From an optimization exercise on the open Yosys and OpenROAD flow, aimed at small area, a short achievable clock period and few clock cycles; shortcuts taken in it are not production practice.
Only simulation tests tie the RTL to the original design; equivalence was not proved.
Power and IR drop assume default switching activity.

<file path="flow/constraint.sdc">
create_clock -name core_clock -period 11.0 [get_ports {clk}]
set_input_delay 2.2000 -clock core_clock [delete_from_list [all_inputs] [get_ports {clk}]]
set_output_delay 2.2000 -clock core_clock [all_outputs]
set_load 0.01 [all_outputs]
</file>
<file path="flow/config.mk">
export PLATFORM = sky130hd
export DESIGN_NAME = Top_convolution
export DESIGN_NICKNAME = Top_convolution
export VERILOG_FILES = /design/flow/design.v
export SDC_FILE = /design/flow/constraint.sdc
export NUM_CORES = 4
export LEC_CHECK = 0
export CAP_MARGIN = 20
export CORE_MARGIN = 2
export CORE_UTILIZATION = 60
export CTS_BUF_LIST = sky130_fd_sc_hd__clkbuf_8
export CTS_CLUSTER_SIZE = 30
export SLEW_MARGIN = 20
export SYNTH_HIERARCHICAL = 1
export SYNTH_MINIMUM_KEEP_SIZE = 0
</file>
<file path="flow/flow/run.sh">
#!/bin/bash
# The standard layout (standard.sh), with the port buffers made from
# buf_2 cells, and clock tree synthesis without dummy loads.
export BUFFER_PORTS_ARGS="-buffer_cell sky130_fd_sc_hd__buf_2"
export CTS_ARGS="-sink_clustering_enable -repair_clock_nets -dont_use_dummy_load -sink_clustering_size 20 -sink_clustering_max_diameter 100 -buf_list sky130_fd_sc_hd__clkbuf_16"
bash standard.sh > standard.log 2>&1
</file>
<file path="flow/design.v">
module Filter(
	input [7:0] up,
	input [7:0] left,
	input [7:0] center,
	input [7:0] right,
	input [7:0] down,
	output [8:0] out
    );
	wire [10:0] lap = {1'b0, center, 2'b00} - ({3'b0, up} + {3'b0, left} + {3'b0, right} + {3'b0, down});
	assign out = lap[10:2];
endmodule
module convolution(
	input clk,
	input [8:0] a,
	input [8:0] b,
	input restart,
	output reg [22:0] s,
	output reg [22:0] c
    );
	wire [22:0] sa = restart ? 23'h206000 : s;
	wire [22:0] ca = restart ? 23'h0 : c;
	wire t0;
	wire t1;
	wire t2;
	wire t3;
	wire t4;
	wire t5;
	wire t6;
	wire t7;
	wire t8;
	wire t9;
	wire t10;
	wire t11;
	wire t12;
	wire t13;
	wire t14;
	wire t15;
	wire t16;
	wire t17;
	wire t18;
	wire t19;
	wire t20;
	wire t21;
	wire t22;
	wire t23;
	wire t24;
	wire t25;
	wire t26;
	wire t27;
	wire t28;
	wire t29;
	wire t30;
	wire t31;
	wire t32;
	wire t33;
	wire t34;
	wire t35;
	wire t36;
	wire t37;
	wire t38;
	wire t39;
	wire t40;
	wire t41;
	wire t42;
	wire t43;
	wire t44;
	wire t45;
	wire t46;
	wire t47;
	wire t48;
	wire t49;
	wire t50;
	wire t51;
	wire t52;
	wire t53;
	wire t54;
	wire t55;
	wire t56;
	wire t57;
	wire t58;
	wire t59;
	wire t60;
	wire t61;
	wire t62;
	wire t63;
	wire t64;
	wire t65;
	wire t66;
	wire t67;
	wire t68;
	wire t69;
	wire t70;
	wire t71;
	wire t72;
	wire t73;
	wire t74;
	wire t75;
	wire t76;
	wire t77;
	wire t78;
	wire t79;
	wire t80;
	wire t81;
	wire t82;
	wire t83;
	wire t84;
	wire t85;
	wire t86;
	wire t87;
	wire t88;
	wire t89;
	wire t90;
	wire t91;
	wire t92;
	wire t93;
	wire t94;
	wire t95;
	wire t96;
	wire t97;
	wire t98;
	wire t99;
	wire t100;
	wire t101;
	wire t102;
	wire t103;
	wire t104;
	wire t105;
	wire t106;
	wire t107;
	wire t108;
	wire t109;
	wire t110;
	wire t111;
	wire t112;
	wire t113;
	wire t114;
	wire t115;
	wire t116;
	wire t117;
	wire t118;
	wire t119;
	wire t120;
	wire t121;
	wire t122;
	wire t123;
	wire t124;
	wire t125;
	wire t126;
	wire t127;
	wire t128;
	wire t129;
	wire t130;
	wire t131;
	wire t132;
	wire t133;
	wire t134;
	wire t135;
	wire t136;
	wire t137;
	wire t138;
	wire t139;
	wire t140;
	wire t141;
	wire t142;
	wire t143;
	wire t144;
	wire t145;
	wire t146;
	wire t147;
	wire t148;
	wire t149;
	wire t150;
	wire t151;
	wire t152;
	wire t153;
	wire t154;
	wire t155;
	wire t156;
	wire t157;
	wire t158;
	wire t159;
	wire t160;
	wire t161;
	wire t162;
	wire t163;
	wire t164;
	wire t165;
	wire t166;
	wire t167;
	wire t168;
	wire t169;
	wire t170;
	wire t171;
	wire t172;
	wire t173;
	wire t174;
	wire t175;
	wire t176;
	wire t177;
	wire t178;
	wire t179;
	wire t180;
	wire t181;
	wire t182;
	wire t183;
	wire t184;
	wire t185;
	wire t186;
	wire t187;
	wire t188;
	wire t189;
	hadd u1 (.a((a[0] & b[7])), .b((a[1] & b[6])), .s(t0), .co(t1));
	fadd u2 (.a((a[1] & b[7])), .b((a[2] & b[6])), .c((a[3] & b[5])), .s(t2), .co(t3));
	hadd u3 (.a((a[4] & b[4])), .b((a[5] & b[3])), .s(t4), .co(t5));
	fadd u4 (.a((a[2] & b[7])), .b((a[3] & b[6])), .c((a[4] & b[5])), .s(t6), .co(t7));
	hadd u5 (.a((a[5] & b[4])), .b((a[6] & b[3])), .s(t8), .co(t9));
	fadd u6 (.a((a[3] & b[7])), .b((a[4] & b[6])), .c((a[5] & b[5])), .s(t10), .co(t11));
	hadd u7 (.a((a[0] & b[4])), .b((a[1] & b[3])), .s(t12), .co(t13));
	fadd u8 (.a((a[0] & b[5])), .b((a[1] & b[4])), .c((a[2] & b[3])), .s(t14), .co(t15));
	hadd u9 (.a((a[3] & b[2])), .b((a[4] & b[1])), .s(t16), .co(t17));
	fadd u10 (.a((a[0] & b[6])), .b((a[1] & b[5])), .c((a[2] & b[4])), .s(t18), .co(t19));
	fadd u11 (.a((a[3] & b[3])), .b((a[4] & b[2])), .c((a[5] & b[1])), .s(t20), .co(t21));
	hadd u12 (.a((a[6] & b[0])), .b(sa[6]), .s(t22), .co(t23));
	fadd u13 (.a(t0), .b((a[2] & b[5])), .c((a[3] & b[4])), .s(t24), .co(t25));
	fadd u14 (.a((a[4] & b[3])), .b((a[5] & b[2])), .c((a[6] & b[1])), .s(t26), .co(t27));
	fadd u15 (.a((a[7] & b[0])), .b(sa[7]), .c(ca[7]), .s(t28), .co(t29));
	fadd u16 (.a(t1), .b(t2), .c(t4), .s(t30), .co(t31));
	fadd u17 (.a((a[6] & b[2])), .b((a[7] & b[1])), .c(~(a[0] & b[8])), .s(t32), .co(t33));
	fadd u18 (.a(~(a[8] & b[0])), .b(sa[8]), .c(ca[8]), .s(t34), .co(t35));
	fadd u19 (.a(t3), .b(t5), .c(t6), .s(t36), .co(t37));
	fadd u20 (.a(t8), .b((a[7] & b[2])), .c(~(a[1] & b[8])), .s(t38), .co(t39));
	fadd u21 (.a(~(a[8] & b[1])), .b(sa[9]), .c(ca[9]), .s(t40), .co(t41));
	fadd u22 (.a(t7), .b(t9), .c(t10), .s(t42), .co(t43));
	fadd u23 (.a((a[6] & b[4])), .b((a[7] & b[3])), .c(~(a[2] & b[8])), .s(t44), .co(t45));
	fadd u24 (.a(~(a[8] & b[2])), .b(sa[10]), .c(ca[10]), .s(t46), .co(t47));
	fadd u25 (.a(t11), .b((a[4] & b[7])), .c((a[5] & b[6])), .s(t48), .co(t49));
	fadd u26 (.a((a[6] & b[5])), .b((a[7] & b[4])), .c(~(a[3] & b[8])), .s(t50), .co(t51));
	fadd u27 (.a(~(a[8] & b[3])), .b(sa[11]), .c(ca[11]), .s(t52), .co(t53));
	fadd u28 (.a((a[5] & b[7])), .b((a[6] & b[6])), .c((a[7] & b[5])), .s(t54), .co(t55));
	fadd u29 (.a(~(a[4] & b[8])), .b(~(a[8] & b[4])), .c(sa[12]), .s(t56), .co(t57));
	fadd u30 (.a((a[6] & b[7])), .b((a[7] & b[6])), .c(~(a[5] & b[8])), .s(t58), .co(t59));
	hadd u31 (.a((a[0] & b[2])), .b((a[1] & b[1])), .s(t60), .co(t61));
	fadd u32 (.a((a[0] & b[3])), .b((a[1] & b[2])), .c((a[2] & b[1])), .s(t62), .co(t63));
	hadd u33 (.a((a[3] & b[0])), .b(sa[3]), .s(t64), .co(t65));
	fadd u34 (.a(t12), .b((a[2] & b[2])), .c((a[3] & b[1])), .s(t66), .co(t67));
	fadd u35 (.a((a[4] & b[0])), .b(sa[4]), .c(ca[4]), .s(t68), .co(t69));
	fadd u36 (.a(t13), .b(t14), .c(t16), .s(t70), .co(t71));
	fadd u37 (.a((a[5] & b[0])), .b(sa[5]), .c(ca[5]), .s(t72), .co(t73));
	fadd u38 (.a(t15), .b(t17), .c(t18), .s(t74), .co(t75));
	fadd u39 (.a(t20), .b(t22), .c(ca[6]), .s(t76), .co(t77));
	fadd u40 (.a(t19), .b(t21), .c(t23), .s(t78), .co(t79));
	fadd u41 (.a(t24), .b(t26), .c(t28), .s(t80), .co(t81));
	fadd u42 (.a(t25), .b(t27), .c(t29), .s(t82), .co(t83));
	fadd u43 (.a(t30), .b(t32), .c(t34), .s(t84), .co(t85));
	fadd u44 (.a(t31), .b(t33), .c(t35), .s(t86), .co(t87));
	fadd u45 (.a(t36), .b(t38), .c(t40), .s(t88), .co(t89));
	fadd u46 (.a(t37), .b(t39), .c(t41), .s(t90), .co(t91));
	fadd u47 (.a(t42), .b(t44), .c(t46), .s(t92), .co(t93));
	fadd u48 (.a(t43), .b(t45), .c(t47), .s(t94), .co(t95));
	fadd u49 (.a(t48), .b(t50), .c(t52), .s(t96), .co(t97));
	fadd u50 (.a(t49), .b(t51), .c(t53), .s(t98), .co(t99));
	fadd u51 (.a(t54), .b(t56), .c(ca[12]), .s(t100), .co(t101));
	fadd u52 (.a(t55), .b(t57), .c(t58), .s(t102), .co(t103));
	fadd u53 (.a(~(a[8] & b[5])), .b(sa[13]), .c(ca[13]), .s(t104), .co(t105));
	fadd u54 (.a(t59), .b((a[7] & b[7])), .c(~(a[6] & b[8])), .s(t106), .co(t107));
	fadd u55 (.a(~(a[8] & b[6])), .b(sa[14]), .c(ca[14]), .s(t108), .co(t109));
	fadd u56 (.a(~(a[7] & b[8])), .b(~(a[8] & b[7])), .c(sa[15]), .s(t110), .co(t111));
	hadd u57 (.a((a[0] & b[1])), .b((a[1] & b[0])), .s(t112), .co(t113));
	fadd u58 (.a(t60), .b((a[2] & b[0])), .c(sa[2]), .s(t114), .co(t115));
	fadd u59 (.a(t61), .b(t62), .c(t64), .s(t116), .co(t117));
	fadd u60 (.a(t63), .b(t65), .c(t66), .s(t118), .co(t119));
	fadd u61 (.a(t67), .b(t69), .c(t70), .s(t120), .co(t121));
	fadd u62 (.a(t71), .b(t73), .c(t74), .s(t122), .co(t123));
	fadd u63 (.a(t75), .b(t77), .c(t78), .s(t124), .co(t125));
	fadd u64 (.a(t79), .b(t81), .c(t82), .s(t126), .co(t127));
	fadd u65 (.a(t83), .b(t85), .c(t86), .s(t128), .co(t129));
	fadd u66 (.a(t87), .b(t89), .c(t90), .s(t130), .co(t131));
	fadd u67 (.a(t91), .b(t93), .c(t94), .s(t132), .co(t133));
	fadd u68 (.a(t95), .b(t97), .c(t98), .s(t134), .co(t135));
	fadd u69 (.a(t99), .b(t101), .c(t102), .s(t136), .co(t137));
	fadd u70 (.a(t103), .b(t105), .c(t106), .s(t138), .co(t139));
	fadd u71 (.a(t107), .b(t109), .c(t110), .s(t140), .co(t141));
	fadd u72 (.a(t111), .b((a[8] & b[8])), .c(sa[16]), .s(t142), .co(t143));
	hadd u73 (.a((a[0] & b[0])), .b(sa[0]), .s(t144), .co(t145));
	fadd u74 (.a(t112), .b(sa[1]), .c(ca[1]), .s(t146), .co(t147));
	fadd u75 (.a(t113), .b(t114), .c(ca[2]), .s(t148), .co(t149));
	fadd u76 (.a(t115), .b(t116), .c(ca[3]), .s(t150), .co(t151));
	fadd u77 (.a(t117), .b(t118), .c(t68), .s(t152), .co(t153));
	fadd u78 (.a(t119), .b(t120), .c(t72), .s(t154), .co(t155));
	fadd u79 (.a(t121), .b(t122), .c(t76), .s(t156), .co(t157));
	fadd u80 (.a(t123), .b(t124), .c(t80), .s(t158), .co(t159));
	fadd u81 (.a(t125), .b(t126), .c(t84), .s(t160), .co(t161));
	fadd u82 (.a(t127), .b(t128), .c(t88), .s(t162), .co(t163));
	fadd u83 (.a(t129), .b(t130), .c(t92), .s(t164), .co(t165));
	fadd u84 (.a(t131), .b(t132), .c(t96), .s(t166), .co(t167));
	fadd u85 (.a(t133), .b(t134), .c(t100), .s(t168), .co(t169));
	fadd u86 (.a(t135), .b(t136), .c(t104), .s(t170), .co(t171));
	fadd u87 (.a(t137), .b(t138), .c(t108), .s(t172), .co(t173));
	fadd u88 (.a(t139), .b(t140), .c(ca[15]), .s(t174), .co(t175));
	fadd u89 (.a(t141), .b(t142), .c(ca[16]), .s(t176), .co(t177));
	fadd u90 (.a(t143), .b(sa[17]), .c(ca[17]), .s(t178), .co(t179));
	hadd u91 (.a(sa[18]), .b(ca[18]), .s(t180), .co(t181));
	hadd u92 (.a(sa[19]), .b(ca[19]), .s(t182), .co(t183));
	hadd u93 (.a(sa[20]), .b(ca[20]), .s(t184), .co(t185));
	hadd u94 (.a(sa[21]), .b(ca[21]), .s(t186), .co(t187));
	hadd u95 (.a(sa[22]), .b(ca[22]), .s(t188), .co(t189));
	always @(posedge clk) begin
		s <= {t187, t185, t183, t181, t179, t177, t175, t173, t171, t169, t167, t165, t163, t161, t159, t157, t155, t153, t151, t149, t147, t145, t144};
		c <= {t188, t186, t184, t182, t180, t178, t176, t174, t172, t170, t168, t166, t164, t162, t160, t158, t156, t154, t152, t150, t148, t146, ca[0]};
	end
endmodule
module fadd(input a, input b, input c, output s, output co);
	assign s = a ^ b ^ c;
	assign co = (a & b) | (a & c) | (b & c);
endmodule
module hadd(input a, input b, output s, output co);
	assign s = a ^ b;
	assign co = a & b;
endmodule
module maxpool(
	input signed [22:0] in,
	output [20:0] out
    );
	wire ovf = (in[22:20] != 3'b000) && (in[22:20] != 3'b111);
	assign out = ovf ? (in[22] ? 21'h100000 : 21'h0fffff) : in[20:0];
endmodule
`timescale 1ns / 1ps
module Top_convolution(
	input clk,
	input rst,
	input start,
	input en,
	input [12:0] addr,
	output [20:0] out,
	output [20:0] max_pl,
	output reg done,
	output pat_en,
	output [9:0] pat_addr,
	input [7:0] pat_dout,
	output img_en,
	output [17:0] img_addr,
	input [7:0] img_dout,
	output reg pc_en,
	output reg pc_we,
	output [9:0] pc_addr,
	output [10:0] pc_din,
	input [10:0] pc_dout,
	output reg ic_en,
	output reg ic_we,
	output [17:0] ic_addr,
	output [10:0] ic_din,
	input [10:0] ic_dout,
	output pl_en,
	output pl_we,
	output [12:0] pl_addr,
	output [20:0] pl_din,
	input [20:0] pl_dout
    );
	localparam [2:0] S_IDLE = 0, S_PRE = 1, S_WAIT = 2, S_CORR = 3, S_FIN = 4, S_DONE = 5;
	reg [2:0] state;
	reg [5:0] pc_a;
	reg [9:0] ic_a;
	reg pl_en_r, pl_we_r, pl_res;
	reg [12:0] pl_a;
	reg [17:0] fdat;                 
	reg signed [20:0] cur_max, abs_max;
	assign pc_addr = {4'b0, pc_a};
	assign ic_addr = {8'b0, ic_a};
	assign pc_din = {fdat[17], fdat[17], fdat[17:9]};
	assign ic_din = {fdat[17], fdat[17], fdat[17:9]};
	assign pl_en = done ? en : pl_en_r;
	assign pl_addr = done ? addr : pl_a;
	assign pl_we = pl_we_r;
	assign pl_din = {cur_max[20:18], pl_res ? cur_max[17:0] : fdat};
	assign out = pl_dout;
	assign max_pl = abs_max;
	reg fact;              
	reg fph;               
	reg [3:0] fm;          
	reg [5:0] fc;          
	reg [2:0] fk;          
	reg [10:0] ra;         
	assign pat_addr = ra[9:0];
	assign img_addr = {7'b0, ra};
	assign pat_en = fact & ~fph;
	assign img_en = fact & fph;
	wire f_lastc = fph ? (fc == 6'd36) : (fc == 6'd7);
	wire f_lastm = fph ? (fm == 4'd10) : (fm == 4'd1);
	wire [10:0] ra_inc = (fk != 3'd5) ? (fph ? 11'd40 : 11'd8) :
	                     !f_lastc ? (fph ? 11'd1849 : 11'd2009) : (fph ? 11'd1972 : 11'd2033);
	wire f_plw = fph && (fc >= 6'd2) && (fk != 3'd0) && (fk != 3'd5) && (fm != 4'd0 || fk != 3'd1);
	wire ci_free;          
	reg pend;              
	wire f_over = (state != S_PRE);              
	wire f_go = fact && (!f_over || (state == S_CORR && (!f_plw || (ci_free && !pend))));
	reg t1_v, t1_ph, t1_out, t1_xr;
	reg [2:0] t1_k;
	reg [3:0] t1_m;
	reg [5:0] t1_col;
	reg t2_out, t2_ph, t2_pw, t2_pwx, t2_icw;
	reg [5:0] t2_col, t2_row;
	reg [3:0] t2_m;
	reg [103:0] T;
	wire [7:0] pix = t1_ph ? img_dout : pat_dout;
	always @(posedge clk)
		if (t1_v)
			T <= {T[95:0], pix};
	wire [8:0] fval;
	Filter lap (
		.up(T[63:56]),
		.left(T[103:96]),
		.center(T[55:48]),
		.right(T[7:0]),
		.down(T[47:40]),
		.out(fval)
	);
	reg [8:0] fprev;       
	reg [2:0] ci;          
	reg [2:0] cj;          
	reg [4:0] cx;          
	reg [5:0] cy;          
	reg gpass, flush;
	reg [1:0] pkind;       
	wire c_newstrip = (cj == 3'd0 && cx == 5'd0 && !flush);
	wire [2:0] c_coff = (ci != 3'd1) ? cj : (cj != 3'd0) ? cj - 3'd1 : 3'd4;
	wire [5:0] c_col = (ci == 3'd1 && cj == 3'd0 && cx == 5'd0) ? 6'd34 : {1'b0, cx} + {3'b0, c_coff};
	wire corr_issue = (state == S_CORR);
	wire c_rd = corr_issue && (gpass || ci[0] == 1'b0 || ci == 3'd1 || ci == 3'd7);
	wire [3:0] c_roff = (ci == 3'd7) ? 4'd9 : (ci == 3'd1) ? (c_newstrip ? 4'd6 : 4'd11) : {1'b0, ci} + 4'd1;
	wire [5:0] c_row = cy + {2'b0, c_roff};
	assign ci_free = !gpass && (ci == 3'd1 || ci == 3'd3);
	reg [2:0] c1_i, c2_i;
	reg c1_g, c2_g;
	reg [4:1] c3_sel;                   
	reg [4:0] c1_l, c2_l, c3_l, c3_r;   
	reg [1:0] c1_k, c2_k, c3_k;
	reg [5:0] blk;
	wire pl_wr_now = pend && !t2_pw && !c_rd;
	reg [2:0] dcnt;
	always @(posedge clk) begin
		if (rst) begin
			state <= S_IDLE;
			done <= 0;
			fact <= 0;
			fph <= 0; fm <= 0; fc <= 0; fk <= 0; ra <= 0;
			ci <= 0; cj <= 0; cx <= 0; cy <= 0; gpass <= 0; flush <= 0; pkind <= 0;
			dcnt <= 0;
		end else begin
			if (state == S_IDLE && start) begin
				fact <= 1;
				fph <= 0; fm <= 0; fc <= 0; fk <= 0; ra <= 0;
			end else if (f_go) begin
				fk <= (fk == 3'd5) ? 3'd0 : fk + 3'd1;
				if (fk != 3'd5 || !f_lastc || !f_lastm)
					ra <= ra + ra_inc;
				if (fk == 3'd5 && !f_lastc)
					fc <= fc + 6'd1;
				else if (fk == 3'd5) begin
					fc <= 0;
					if (!f_lastm) begin
						fm <= fm + 4'd1;
					end else begin
						fm <= 0;
						ra <= 0;
						if (!fph)
							fph <= 1;
						else begin
							fact <= 0;
						end
					end
				end
			end
			case (state)
			S_IDLE: if (start) state <= S_PRE;
			S_PRE: if (f_go && fph && fm == 4'd2 && fk == 3'd5 && fc == 6'd6) begin
				state <= S_WAIT;
				dcnt <= 0;
			end
			S_WAIT: begin
				dcnt <= dcnt + 3'd1;
				if (dcnt == 3'd3) begin
					state <= S_CORR;
					ci <= 0; cj <= 0; cx <= 0; cy <= 0;
					gpass <= 1; flush <= 0; pkind <= 0;
				end
			end
			S_CORR: begin
				if (flush && ci == 3'd4)
					state <= S_FIN;
				ci <= ci + 3'd1;
				if (ci == 3'd7) begin
					if (cj != 3'd5)
						cj <= cj + 3'd1;
					else begin
						cj <= 0;
						if (gpass) begin
							gpass <= 0;
							pkind <= 2'd1;
						end else begin
							pkind <= 2'd2;
							if (cx != 5'd29)
								cx <= cx + 5'd1;
							else begin
								cx <= 0;
								if (cy != 6'd30)
									cy <= cy + 6'd5;
								else
									flush <= 1;
							end
						end
					end
				end
			end
			S_FIN: begin
				if (blk == 6'd42 && !pend && !pl_we_r)
					state <= S_DONE;
			end
			S_DONE: done <= 1;
			default: state <= S_IDLE;
			endcase
		end
	end
	wire [5:0] t1_row = {t1_m, 2'b0} + {3'b0, t1_k} - 6'd1;    
	always @(posedge clk) begin
		t1_ph <= fph; t1_k <= fk; t1_m <= fm; t1_col <= fc - 6'd2;
		t1_out <= (fc >= 6'd2) && (fk != 3'd0) && (fk != 3'd5);
		t1_xr <= f_plw && fk == 3'd1;
		t2_ph <= t1_ph; t2_col <= t1_col; t2_row <= t1_row; t2_m <= t1_m;
		c1_i <= ci; c2_i <= c1_i;
		c1_g <= gpass; c2_g <= c1_g;
		c3_sel <= {c2_i < 3'd4, c2_i < 3'd3, c2_i < 3'd2, c2_i < 3'd1};
		c1_k <= pkind; c2_k <= c1_k; c3_k <= c2_k;
		if (rst) begin
			t1_v <= 0; t2_out <= 0; t2_pw <= 0; t2_pwx <= 0; t2_icw <= 0;
			c1_l <= 0; c2_l <= 0; c3_l <= 0; c3_r <= 0;
			pc_en <= 0; pc_we <= 0; ic_en <= 0; ic_we <= 0;
			pl_en_r <= 0; pl_we_r <= 0; pl_res <= 0;
		end else begin
			t1_v <= f_go;
			t2_out <= t1_v && t1_out && (t1_ph || t1_row < 6'd8);
			t2_pw <= t1_v && t1_out && t1_ph && !(t1_m == 4'd0 && t1_k == 3'd1);
			t2_pwx <= t1_xr;
			t2_icw <= t1_v && t1_out && t1_ph && t1_k == 3'd4;
			c1_l <= (corr_issue && cj == 3'd0 && ci <= 3'd4) ? (5'd1 << ci) : 5'd0;
			c2_l <= c1_l; c3_l <= c2_l; c3_r <= c2_l;
			pl_res <= !t2_pw;
			if (t2_out && !t2_ph) begin
				pc_en <= 1; pc_we <= 1;
			end else begin
				pc_en <= corr_issue; pc_we <= 0;
			end
			if (t2_icw) begin
				ic_en <= 1; ic_we <= 1;
			end else if (f_go && f_plw && fk == 3'd1) begin
				ic_en <= 1; ic_we <= 0;
			end else begin
				ic_en <= 0; ic_we <= 0;
			end
			if (t2_pw) begin
				pl_en_r <= 1; pl_we_r <= 1;
			end else if (c_rd) begin
				pl_en_r <= 1; pl_we_r <= 0;
			end else begin
				pl_en_r <= pl_wr_now; pl_we_r <= pl_wr_now;
			end
		end
	end
	always @(posedge clk) begin
		if (t2_out)
			fprev <= fval;
		fdat <= {fval, t2_pwx ? ic_dout[8:0] : fprev};
		if (t2_out && !t2_ph)
			pc_a <= {t2_col[2:0], t2_row[2:0]};
		else
			pc_a <= gpass ? {2'b0, (cj != 3'd0 || ci != 3'd0), 3'b0} : {cj, ci};
		if (t2_icw)
			ic_a <= {t2_col, t2_m};
		else
			ic_a <= {fc - 6'd2, fm - 4'd1};
		if (t2_pw)
			pl_a <= {1'b1, t2_col, t2_row};
		else if (c_rd)
			pl_a <= gpass ? {6'b100000, (cj != 3'd0 || ci != 3'd0), 6'b1} : {1'b1, c_col, c_row};
		else
			pl_a <= {7'b0, blk};
	end
	reg [17:0] pq;                   
	reg [8:0] hb;                    
	reg [8:0] curv, tailv;           
	reg [8:0] pcr;
	reg [8:0] pch1, pch2, pch3, pch4;
	always @(posedge clk) begin
		pq <= pl_dout[17:0];
		hb <= pq[17:9];
		curv <= (c2_i[0] && !c2_g) ? pq[17:9] : pl_dout[8:0];
		tailv <= c2_i[0] ? hb : pq[8:0];
		pcr <= pc_dout[8:0];
		pch1 <= pcr; pch2 <= pch1; pch3 <= pch2; pch4 <= pch3;
	end
	wire [22:0] s0, s1, s2, s3, s4, k0, k1, k2, k3, k4;
	convolution lane0 (.clk(clk), .a(curv), .b(pcr), .restart(c3_l[0]), .s(s0), .c(k0));
	convolution lane1 (.clk(clk), .a(c3_sel[1] ? tailv : curv), .b(pch1), .restart(c3_l[1]), .s(s1), .c(k1));
	convolution lane2 (.clk(clk), .a(c3_sel[2] ? tailv : curv), .b(pch2), .restart(c3_l[2]), .s(s2), .c(k2));
	convolution lane3 (.clk(clk), .a(c3_sel[3] ? tailv : curv), .b(pch3), .restart(c3_l[3]), .s(s3), .c(k3));
	convolution lane4 (.clk(clk), .a(c3_sel[4] ? tailv : curv), .b(pch4), .restart(c3_l[4]), .s(s4), .c(k4));
	wire [22:0] ssel = ({23{c3_r[0]}} & s0) | ({23{c3_r[1]}} & s1) | ({23{c3_r[2]}} & s2) |
	                   ({23{c3_r[3]}} & s3) | ({23{c3_r[4]}} & s4);
	wire [22:0] csel = ({23{c3_r[0]}} & k0) | ({23{c3_r[1]}} & k1) | ({23{c3_r[2]}} & k2) |
	                   ({23{c3_r[3]}} & k3) | ({23{c3_r[4]}} & k4);
	reg [22:0] res;
	reg r_l0;
	reg [1:0] r_k;
	wire [20:0] satv;
	maxpool sat (.in(res), .out(satv));
	wire signed [20:0] sv = satv;
	reg [4:0] pcnt;
	wire r_blk = (r_k == 2'd2);
	wire r_g = (r_k == 2'd1 && r_l0);    
	reg blkdone;
	wire signed [20:0] newmax = (pcnt == 5'd0 || sv > cur_max) ? sv : cur_max;
	always @(posedge clk) begin
		res <= ssel + csel;
		if (rst) begin
			r_l0 <= 0; r_k <= 0; blkdone <= 0;
			pcnt <= 0; abs_max <= 0; pend <= 0; blk <= 0;
		end else begin
			r_l0 <= c3_r[0]; r_k <= (c3_r == 5'd0) ? 2'd0 : c3_k;
			if (r_blk) begin
				cur_max <= newmax;
				pcnt <= (pcnt == 5'd24) ? 5'd0 : pcnt + 5'd1;
			end
			if (r_blk && pcnt == 5'd24)
				pend <= 1;
			else if (pl_wr_now)
				pend <= 0;
			if (pl_wr_now)
				blk <= blk + 6'd1;
			blkdone <= r_blk && pcnt == 5'd24;
			if (r_g)
				abs_max <= sv[20] ? 21'd0 : sv;
			else if (blkdone && cur_max > abs_max)
				abs_max <= cur_max;
		end
	end
endmodule
</file>
<file path="flow/standard.sh">
#!/bin/bash
# synth_recipe.tcl (not shown) runs the flow's synth.tcl, then flattens the netlist and writes it again
# the make line also repeats each setting of config.mk as NAME=value (left out here)
make -C /OpenROAD-flow-scripts/flow DESIGN_CONFIG=/design/flow/config.mk WORK_HOME=/design/flow/orfs CLKGATE_MAP_FILE= SYNTH_SCRIPT=/design/flow/synth_recipe.tcl "${@:-finish}"
</file>
==> flow_metrics.tcl, run 1 <==
set metrics [dict create \
    status "timing/DRC/antenna clean" \
    switchingPower_mw 2.56 \
    globalplace.congestion 0.910 \
    cts.sinks 688 \
    die_area_sq_um 66800 \
    slew_violations 0 \
    io_pins 239 \
    topRoutingLayerUsed "met4" \
    drt_iter0_markers 1691 \
    crit_start "addr[3]" \
    tns_ns 0 \
    post_drt_wl_per_cell_um 21.0 \
    crit_type "input pin to output pin" \
    wl_met2_um 42000 \
    setup_viol 0 \
    yosysTopAreaCellShare 0.286 \
    rsz0062_at_grt "no" \
    numCtsBuffers 41 \
    vdd_ir_drop_max_uv 145 \
    synth_fa_ha_area_frac 0.284 \
    min_period_ns 4.90 \
    insertion_delay_ns 0.60 \
    fmax_ghz 0.204 \
    r2r_cells 13 \
    wl_met3_um 4780 \
    cts_setup_buffers 0 \
    cap_viol_max_count 0 \
    drt_drc_violations_left 0 \
    drt-pass1-iter-count 5 \
    fp.dieW_um 258 \
    p_per_area_nw_per_um2 188 \
    fin_util 0.639 \
    yosys.area_share.simple 0.152 \
    pwr-share-seq 0.448 \
    grt_max_degree 65 \
    leakage_nw 17.4 \
    grt_pass1_wl_um 144000 \
    cp_max_fo 1 \
    antenna_found_initial 0 \
    postRouteAntennaNets 0 \
    synthMuxAreaShare 0.0372 \
    slowest_stage "mux2_2" \
    hold_viol 0 \
    n_antenna_cell 0 \
    worstPathCellList "buf_2 -> mux2_2 -> buf_2" \
    start_util 0.604 \
    path_common_cell "buf_2" \
    num-nets-final 4139 \
    synth_seq_cells 688 \
    grt_pass1_vias 25600 \
    p_int_mw 5.17 \
    synth.largest_area_cell "dfxtp_1" \
    holdBufCountCts 0 \
    worst_slew_pin_slew_ns 0.973 \
    ys_seq_area_frac 0.389 \
    pwr-share-clk 0.191 \
    required_ns 8.80 \
    cp-end-kind "output pin" \
    cts_buffer_depth 3 \
    power_frac_comb 0.362 \
    r2r_start "c3_r[0]" \
    die_h_um 258 \
    max_stage_delay_ns 0.26 \
    post-dp-hpwl_um 69600 \
    dp_slack_ns 6.10 \
    cp_data_arrival_time_ns 2.70 \
    placed_area_sq_um 40000 \
    timing.final.crit_share 0.446 \
    via_per_inst 5.62 \
    ys_top_cells_by_count "dfxtp_1 (554), fa_1 (426), and2_1 (331)" \
    clock_skew_ns 0.0750 \
    synth-compound-area-share 0.0754 \
    core_area_sq_um 64200 \
    cts_resized 0 \
    r2r_setup_slack_ns 6.80 \
    tritoncts "done" \
    synth_xor_area_frac 0.0169 \
    async_flop_share 0 \
    maxSlewHeadroom 0.350 \
    gr-total-overflow 0 \
    area_delta_synth_final_pct 5.68 \
    dr_total_vias 24100 \
    yosysMostFrequentCell "dfxtp_1" \
    synth.area.top_cells "dfxtp_1 (29%), fa_1 (22%), edfxtp_1 (10%)" \
    port_buffers 209 \
    wl_met1_um 41000 \
    crit_end "pl_addr[3]" \
    fin_ws_ns 6.10 \
    wl_um 90100 \
    synth_area_sq_um 38800 \
    holdWs_ns 0.327 \
    rr_endpoint "res[22]" \
    yosysWarnings 8 \
    synth_top_family_by_area "adder cells" \
    synth_edf_count 134 \
    p_sw_frac 0.332 \
    num_rows 93 \
    syn_avg_cell_area_sq_um 11.6 \
    clk_pin_slew_ns 0.08 \
    track_usage 0.278 \
    startpoint_type "input pin" \
    finalInstanceArea_sq_um 41000 \
    root_buffer "clkbuf_16" \
    h-tree-depth 2 \
    hp-class "flip-flop to flip-flop" \
    yosys.cell_types.count 87 \
    syn_inst 3346 \
    layout-drive-gt1-share 0.132 \
    synthFlopType "dfxtp_1" \
]
==> modules after synthesis (local to each module, per instance) <==
module | area, sq um | times used | flip-flops and latches | cells
hadd | 12.5 | 75 | 0 | 1
Filter | 1050 | 1 | 0 | 120
maxpool | 633 | 1 | 0 | 72
fadd | 20.0 | 400 | 0 | 1
convolution | 1690 | 5 | 45 | 179
Top_convolution | 19700 | 1 | 463 | 1784
==> cell families after synthesis <==
logic type,Yosys count
adder cells (fa/ha/maj),625
XOR/XNOR,75
buffers and inverters,353
AO/OA/AOI/OAI,394
multiplexers,131
other,6
AND/OR/NAND/NOR,1074
flip-flops,688
==> flip-flops by register name, indices dropped and copies added (netlist names), 23 cells and up <==
register and cells:
lane1.s 23, res 23, lane3.s 23, lane0.s 23, T 104, lane2.s 23, lane4.s 23
==> power groups by stage <==
stage | logic (mW) | clock network [mW] | registers, mW
detailed placement | 2.83 | 0 | 3.50
floorplan | 2.14 | 0 | 3.33
global route | 3.30 | 1.60 | 3.50
finish | 2.80 | 1.47 | 3.46
CTS | 2.87 | 1.52 | 3.45
global placement | 2.71 | 0 | 3.50
==> layout by cell type (no fill, tap or decap), types with 8 or more instances in the layout <==
cell type,instances
o22ai_2,20
dfxtp_1,548
conb_1,24
buf_2,209
or2_2,10
fa_1,426
a21boi_2,18
a22oi_1,54
and2_1,331
a211oi_1,8
mux2i_1,24
mux2_2,107
ha_1,199
o21ai_0,55
a21o_1,28
edfxtp_1,134
nor3_1,31
a21oi_1,79
clkbuf_16,41
nand2b_1,14
o31ai_1,10
xor2_1,29
or2_1,16
nand4_1,21
o21ai_1,20
nand3_1,19
buf_4,16
o21a_1,10
o21bai_1,9
nand2_1,221
or3_1,8
nor2b_1,234
a222oi_1,44
inv_1,159
xnor2_1,46
nor2_1,128
==> routing by layer <==
layer  vias up  GRT usage
met2       559      0.438
met4         0     0.0758
met1     12200      0.404
met5         -          0
met3       143     0.0418
li1      11200          -
==> critical path: cells and delay by family <==
kind                   cells  cell delay [ns]
buffers and inverters      2             0.24
multiplexers               1             0.26
==> per-stage QoR <==
stage               cells  total power, mW
floorplan            3364             5.48
global placement     4250             6.20
detailed placement   4250             6.33
CTS                  4291             7.84
global route         4291             8.41
finish               4291             7.73
==> worst min path at each step <==
stage                    from   endpoint  slack [ns]  cells past startpoint
detailed placement    c1_k[1]    c2_k[1]        0.31                      0
finish                c1_k[1]    c2_k[1]        0.33                      0
global route        t1_col[5]  t2_col[5]        0.34                      0
CTS                   c1_k[1]    c2_k[1]        0.33                      0
floorplan                c1_g       c2_g        0.31                      0
global placement    t1_col[0]  t2_col[0]        0.31                      0
==> cell type report <==
class	count	area, sq um
clock buffers	41	1030
fillers	5196	23200
inverters	159	597
multi-input cells	2323	22000
flip-flops and latches	688	15100
well taps	855	1070
repair buffers	225	1170
Testbench counts, summed over its fixed seeds: cycles 257,472.
==> run 2: changes to the inputs <==
==> flow/flow/run.sh (replaced) <==
#!/bin/bash
# The standard layout (standard.sh), with the port buffers made from
# buf_2 cells, and clock tree synthesis without dummy loads.
export BUFFER_PORTS_ARGS="-buffer_cell sky130_fd_sc_hd__buf_2"
export CTS_ARGS="-sink_clustering_enable -repair_clock_nets -dont_use_dummy_load -sink_clustering_size 24 -sink_clustering_max_diameter 110 -buf_list sky130_fd_sc_hd__clkbuf_16"
bash standard.sh > standard.log 2>&1
==> flow_metrics.tcl, run 2 <==
set metrics [dict create \
    status "timing/DRC/antenna clean" \
    dp_slack_ns 6.10 \
    path_buf_inv 2 \
    fin_ws_ns 6.10 \
    gr-total-overflow 0 \
    synthFlopType "dfxtp_1" \
    placed_area_sq_um 40000 \
    p_per_area_nw_per_um2 187 \
    cts.sinks 688 \
    die_area_sq_um 66800 \
    synth_edf_count 134 \
    tritoncts "done" \
    wl_um 90400 \
    holdWs_ns 0.334 \
    startpoint_type "input pin" \
    drt-pass1-iter-count 7 \
    num-nets-final 4132 \
    total_power_mw 7.62 \
    root_buffer "clkbuf_16" \
    n_antenna_cell 0 \
    fmax_ghz 0.204 \
    crit_start "addr[3]" \
    numCtsBuffers 34 \
    layout_common_cells "dfxtp_1 (548), fa_1 (426), and2_1 (331)" \
    cts_buffer_depth 3 \
    crit_type "input pin to output pin" \
    drt_drc_violations_left 0 \
    post-dp-hpwl_um 69600 \
    antenna_found_initial 0 \
    clock_skew_ns 0.0383 \
    fp.dieW_um 258 \
    dr_total_vias 24100 \
    crit_end "pl_addr[3]" \
    r2r_start "c3_r[0]" \
    holdBufCountCts 0 \
    track_usage 0.278 \
    synth_seq_cells 688 \
    leakage_nw 17.4 \
    cap_viol_max_count 0 \
    r2r_setup_slack_ns 6.87 \
    rsz0062_at_grt "no" \
    yosysTopAreaCellShare 0.286 \
    grt_max_degree 65 \
    cts_setup_buffers 0 \
    synth.largest_area_cell "dfxtp_1" \
    syn_inst 3346 \
    finalInstanceArea_sq_um 40900 \
    rr_endpoint "res[22]" \
    hp-class "flip-flop to flip-flop" \
    io_pins 239 \
    cp-end-kind "output pin" \
    worst_slew_pin_slew_ns 0.980 \
    slew_violations 0 \
    async_flop_share 0 \
    cts_resized 0 \
    crit_cells 3 \
    setup_viol 0 \
    critPathTopFamily "multiplexers" \
    ys_top_cells_by_count "dfxtp_1 (554), fa_1 (426), and2_1 (331)" \
    path_common_cell "buf_2" \
    cp_max_fo 1 \
    ys_seq_area_frac 0.389 \
    hold_viol 0 \
    max_stage_delay_ns 0.26 \
    postRouteAntennaNets 0 \
    final_common_cell "dfxtp_1" \
    via_per_inst 5.63 \
    maxSlewHeadroom 0.346 \
    synth.area.top_cells "dfxtp_1 (29%), fa_1 (22%), edfxtp_1 (10%)" \
    globalplace.congestion 0.910 \
    core_area_sq_um 64200 \
    start_util 0.604 \
    yosysMostFrequentCell "dfxtp_1" \
    insertion_delay_ns 0.59 \
    port_buffers 209 \
    yosys.cell_types.count 87 \
    grt_pass1_vias 25400 \
    tns_ns 0 \
    vdd_ir_drop_max_uv 147 \
    worstPathCellList "buf_2 -> mux2_2 -> buf_2" \
    cp_data_arrival_time_ns 2.70 \
    drt_iter0_markers 1957 \
    timing.final.crit_share 0.446 \
    num_rows 93 \
    yosysWarnings 8 \
    area_delta_synth_final_pct 5.22 \
    r2r_cells 13 \
    layout-drive-gt1-share 0.130 \
    syn_avg_cell_area_sq_um 11.6 \
    post_drt_wl_per_cell_um 21.1 \
    die_h_um 258 \
    clk_pin_slew_ns 0.09 \
    top_register "T" \
    slowest_stage "mux2_2" \
    h-tree-depth 2 \
    grt_pass1_wl_um 144000 \
    synth_area_sq_um 38800 \
    min_period_ns 4.90 \
    required_ns 8.80 \
    largest_reg_flops 104 \
]
## run 2: cell count changes in the layout (fill, tap and decap cells not counted)
cell and delta:
clkbuf_16 -7
## run 2: area by class of cell
cell class / instances / area (sq um)
Multi-Input combinational cell: 2323 / 22000
Fill cell: 5222 / 23400
Inverter: 159 / 597
Sequential cell: 688 / 15100
Clock buffer: 34 / 851
Timing Repair Buffer: 225 / 1170
Tap cell: 855 / 1070
## run 2: power breakdown
part / switching [mW] / internal [mW] / total (mW) / leakage, nW
registers: 0.334 / 3.13 / 3.46 / 5.80
clock network: 0.800 / 0.558 / 1.36 / 0.419
logic: 1.42 / 1.38 / 2.80 / 11.1
total: 2.56 / 5.06 / 7.62 / 17.4
## run 2: logic make-up (layout without fill, tap and decap cells)
logic type                 count (synthesis)  after routing  share of synthesized area
DFF                                      688            688                      0.389
and+or+nand+nor                         1074           1074                      0.152
xor gates and xnor gates                  75             75                     0.0169
adders and majority gates                625            625                      0.284
muxes                                    131            131                     0.0372
other                                      6             24                   0.000580
AOI/OAI and AO/OA                        394            394                     0.0754
buffers and inverters                    353            418                     0.0451
## run 2: layer usage
metal | GRT usage | up-vias | wire (um)
li1 | - | 11200 | -
met1 | 0.407 | 12300 | 41300
met2 | 0.435 | 562 | 41700
met3 | 0.0382 | 135 | 4780
met4 | 0.0774 | 0 | 2560
met5 | 0 | - | 0
## run 2: worst min-delay path by stage
stage	start	endpoint	slack, ns	depth (start not counted)
final	c1_k[0]	c2_k[0]	0.33	0
after floorplan	c1_g	c2_g	0.31	0
after global routing	t1_col[5]	t2_col[5]	0.34	0
after detailed placement	c1_k[1]	c2_k[1]	0.31	0
after CTS	c1_k[1]	c2_k[1]	0.33	0
after global placement	t1_col[0]	t2_col[0]	0.31	0
## run 2: modules after synthesis (local to each module, per instance)
module / flip-flops and latches / copies in the design
Filter: 0 / 1
Top_convolution: 463 / 1
maxpool: 0 / 1
fadd: 0 / 400
convolution: 45 / 5
hadd: 0 / 75
## run 2: stage by stage
stage / instances / util
after floorplan: 3364 / -
after global placement: 4250 / 0.623
after detailed placement: 4250 / 0.623
after CTS: 4284 / 0.636
after global routing: 4284 / 0.636
final: 4284 / 0.636
==> run 3: changes to the inputs <==
--- a/flow/design.v
+++ b/flow/design.v
@@ -370,4 +370,4 @@
 	assign ic_din = {fdat[17], fdat[17], fdat[17:9]};
-	assign pl_en = done ? en : pl_en_r;
-	assign pl_addr = done ? addr : pl_a;
+	assign pl_en = (done & en) | pl_en_r;
+	assign pl_addr = ({13{done}} & addr) | pl_a;
 	assign pl_we = pl_we_r;
@@ -584,3 +584,3 @@
 		else
-			pl_a <= {7'b0, blk};
+			pl_a <= (state == S_DONE) ? 13'd0 : {7'b0, blk};
 	end
==> flow_metrics.tcl, run 3 <==
set metrics [dict create \
    status "timing/DRC/antenna clean" \
    tns_ns 0 \
    final_common_cell "dfxtp_1" \
    post-dp-hpwl_um 71200 \
    crit_start "en" \
    pwr-share-seq 0.452 \
    area_delta_synth_final_pct 5.24 \
    r2r_setup_slack_ns 6.43 \
    grt_max_degree 78 \
    r2r_cells 12 \
    port_buffers 209 \
    rsz0062_at_grt "no" \
    hold_viol 0 \
    num-nets-final 4131 \
    max_stage_delay_ns 0.17 \
    synth.largest_area_cell "dfxtp_1" \
    top_register "T" \
    io_pins 239 \
    seqCellArea_sq_um 15100 \
    r2r_start "c3_r[0]" \
    p_int_mw 5.08 \
    yosys.cell_types.count 74 \
    ys_top_cells_by_count "dfxtp_1 (554), fa_1 (426), and2_1 (331)" \
    async_flop_share 0 \
    timing.final.crit_share 0.436 \
    globalplace.congestion 0.901 \
    synth_edf_count 134 \
    vdd_ir_drop_max_uv 185 \
    tritoncts "done" \
    crit_type "input pin to output pin" \
    wl_um 93000 \
    rr_endpoint "res[22]" \
    maxSlewHeadroom 0.345 \
    cp_max_fo 1 \
    startpoint_type "input pin" \
    holdWs_ns 0.328 \
    fp.dieW_um 258 \
    die_h_um 258 \
    setup_viol 0 \
    layout_common_cells "dfxtp_1 (548), fa_1 (426), and2_1 (331)" \
    slew_violations 0 \
    dp_slack_ns 6.20 \
    worstHoldStart "t1_col[4]" \
    min_to "t2_col[4]" \
    postRouteAntennaNets 0 \
    yosysWarnings 8 \
    path_common_cell "buf_2" \
    dr_total_vias 24400 \
    multi_input_area_sq_um 22100 \
    syn_avg_cell_area_sq_um 11.6 \
    synth_xor_area_frac 0.0178 \
    cts_buffer_depth 3 \
    layout-drive-gt1-share 0.123 \
    synth_area_sq_um 38800 \
    cts.sinks 688 \
    yosysMostFrequentCell "dfxtp_1" \
    leakage_nw 17.5 \
    track_usage 0.287 \
    power_frac_comb 0.371 \
    via_per_inst 5.69 \
    min_delay_path_depth 0 \
    post_drt_wl_per_cell_um 21.7 \
    worstPathCellList "buf_2 -> a21o_1 -> buf_2" \
    largest_reg_flops 104 \
    ys_seq_area_frac 0.389 \
    cts_setup_buffers 0 \
    numCtsBuffers 35 \
    synth_seq_cells 688 \
    pwr-share-clk 0.178 \
    yosys.area_share.simple 0.148 \
    fillers 5153 \
    grt_pass1_wl_um 148000 \
    cp_data_arrival_time_ns 2.60 \
    num_rows 93 \
    synthFlopType "dfxtp_1" \
    fin_ws_ns 6.20 \
    total_power_mw 7.63 \
    crit_cells 3 \
    clock_skew_ns 0.0951 \
    root_buffer "clkbuf_16" \
    synth_top_family_by_area "adder cells" \
    switchingPower_mw 2.54 \
    path_buf_inv 2 \
    synthMuxAreaShare 0.0335 \
    slowest_stage "a21o_1" \
    required_ns 8.80 \
    grt_pass1_vias 26200 \
    start_util 0.605 \
    drt_iter0_markers 1748 \
    min_period_ns 4.80 \
    p_per_area_nw_per_um2 187 \
    critPathTopFamily "buffers and inverters" \
    syn_inst 3349 \
    die_area_sq_um 66800 \
    cts_resized 0 \
    h-tree-depth 2 \
    drt_drc_violations_left 0 \
    cap_viol_max_count 0 \
    yosysTopAreaCellShare 0.285 \
    clk_pin_slew_ns 0.09 \
    cp-end-kind "output pin" \
    fmax_ghz 0.208 \
    p_sw_frac 0.334 \
    core_area_sq_um 64200 \
    worst_slew_pin_slew_ns 0.983 \
    drt-pass1-iter-count 6 \
    synth.area.top_cells "dfxtp_1 (29%), fa_1 (22%), edfxtp_1 (10%)" \
    gr-total-overflow 0 \
    synth-compound-area-share 0.0831 \
    holdBufCountCts 0 \
    antenna_found_initial 2 \
    insertion_delay_ns 0.60 \
    synth_fa_ha_area_frac 0.284 \
    hp-class "flip-flop to flip-flop" \
]
==> run 3: changes by cell type after synthesis, moves of 6 or more <==
| cell | previous run | this run |
|---|---|---|
| inv_1 | 159 | 153 |
| a21oi_1 | 79 | 102 |
| o21ai_0 | 55 | 41 |
| a211oi_1 | 8 | 27 |
| o21ai_1 | 20 | 0 |
| clkbuf_1 | 59 | 66 |
| mux2_2 | 107 | 95 |
| o211ai_1 | 3 | 11 |
| a21o_1 | 28 | 38 |
| nand2_1 | 221 | 209 |
==> run 3: area by class of cell <==
type,count,area share
diodes,1,0.0000612
clock buffers,35,0.0214
inverters,153,0.0140
multi-input cells,2328,0.540
flip-flops and latches,688,0.370
well taps,855,0.0262
repair buffers,224,0.0283
==> run 3: kinds of logic after synthesis <==
logic type,after synthesis
simple gates,1056
other cells,6
mux,118
fa+ha+maj,625
xor+xnor,79
flops,688
buf+inv,351
compound gates,426
==> run 3: per-module statistics from Yosys, one instance, submodules excluded <==
module	area, sq um	flops+latches	cells
Filter	1050	0	120
hadd	12.5	0	1
fadd	20.0	0	1
maxpool	633	0	72
Top_convolution	19700	463	1787
convolution	1690	45	179
==> run 3: layer usage <==
metal  track usage  vias up  routed length (um)
met5             0        -                   8
met4        0.0803        2                2570
met3        0.0513      133                5210
met2         0.471      552               44700
met1         0.395    12500               40500
li1              -    11200                   -
==> run 3: worst max-delay path by stage <==
stage	end	slack, ns
6_report	pl_en	6.20
5_1_grt	res[22]	6.14
4_1_cts	pl_en	6.20
3_5_place_dp	pl_addr[11]	6.20
3_3_place_gp	pl_en	6.20
2_1_floorplan	pl_addr[0]	6.41
==> run 3: power by group through the flow <==
stage	Combinational (mW)	Clock, mW	Sequential [mW]
after detailed placement	2.85	0	3.48
final	2.83	1.35	3.45
after CTS	2.90	1.40	3.43
after global placement	2.69	0	3.48
after floorplan	2.11	0	3.33
after global routing	3.36	1.47	3.49
==> run 3: through the flow <==
stage	util	instances	instance area, sq um
3_3_place_gp	0.623	4248	40000
3_5_place_dp	0.623	4248	40000
4_1_cts	0.636	4283	40900
5_1_grt	0.636	4283	40900
2_1_floorplan	-	3367	38900
6_report	0.636	4284	40900
==> run 3: worst reg2reg max path, stage by stage, from the launching register on <==
cell	delay, ns
dfxtp_2	0.87
buf_4	0.64
a222oi_1	0.31
nand2_1	0.14
ha_1	0.29
o211ai_1	0.19
a21oi_1	0.08
a2111oi_0	0.57
o21ai_0	0.33
o41ai_1	0.51
o211a_1	0.29
a21oi_1	0.10
xnor2_1	0.13
Testbench counts of run 3, summed over its fixed seeds: cycles 257,472.

==> port drivers added, routing unchanged <==
The results above use ideal ports. As a check the final layouts listed here were re-extracted and re-timed, cells and wires unchanged. Step 1 sets driving cells, clkbuf_16 on the clock port and buf_2 on the other inputs (assumed; they add their load-dependent delay and slew). Step 2 also shifts input and output timing later by t, the mid clock arrival at the registers, as if the neighbouring blocks saw the same clock. Three values: ideal ports, drivers, drivers and shift; two values: the first two.
run | t (ns) | setup slack, ns | latest minus earliest clock arrival (ns) | slew at the worst register clock pin (ns)
run 1 | 0.625 | 6.099 / 6.076 / 6.076 | 0.081 / 0.081 | 0.09 / 0.09
run 2 | 0.639 | 6.099 / 6.077 / 6.077 | 0.043 / 0.044 | 0.11 / 0.11
run 3 | 0.617 | 6.199 / 6.173 / 6.173 | 0.101 / 0.101 | 0.10 / 0.10
After both steps every run listed still meets setup and hold. The setup slack of run 3, which loses most, moves by -0.026 ns with the drivers and by -0.026 ns with both steps.
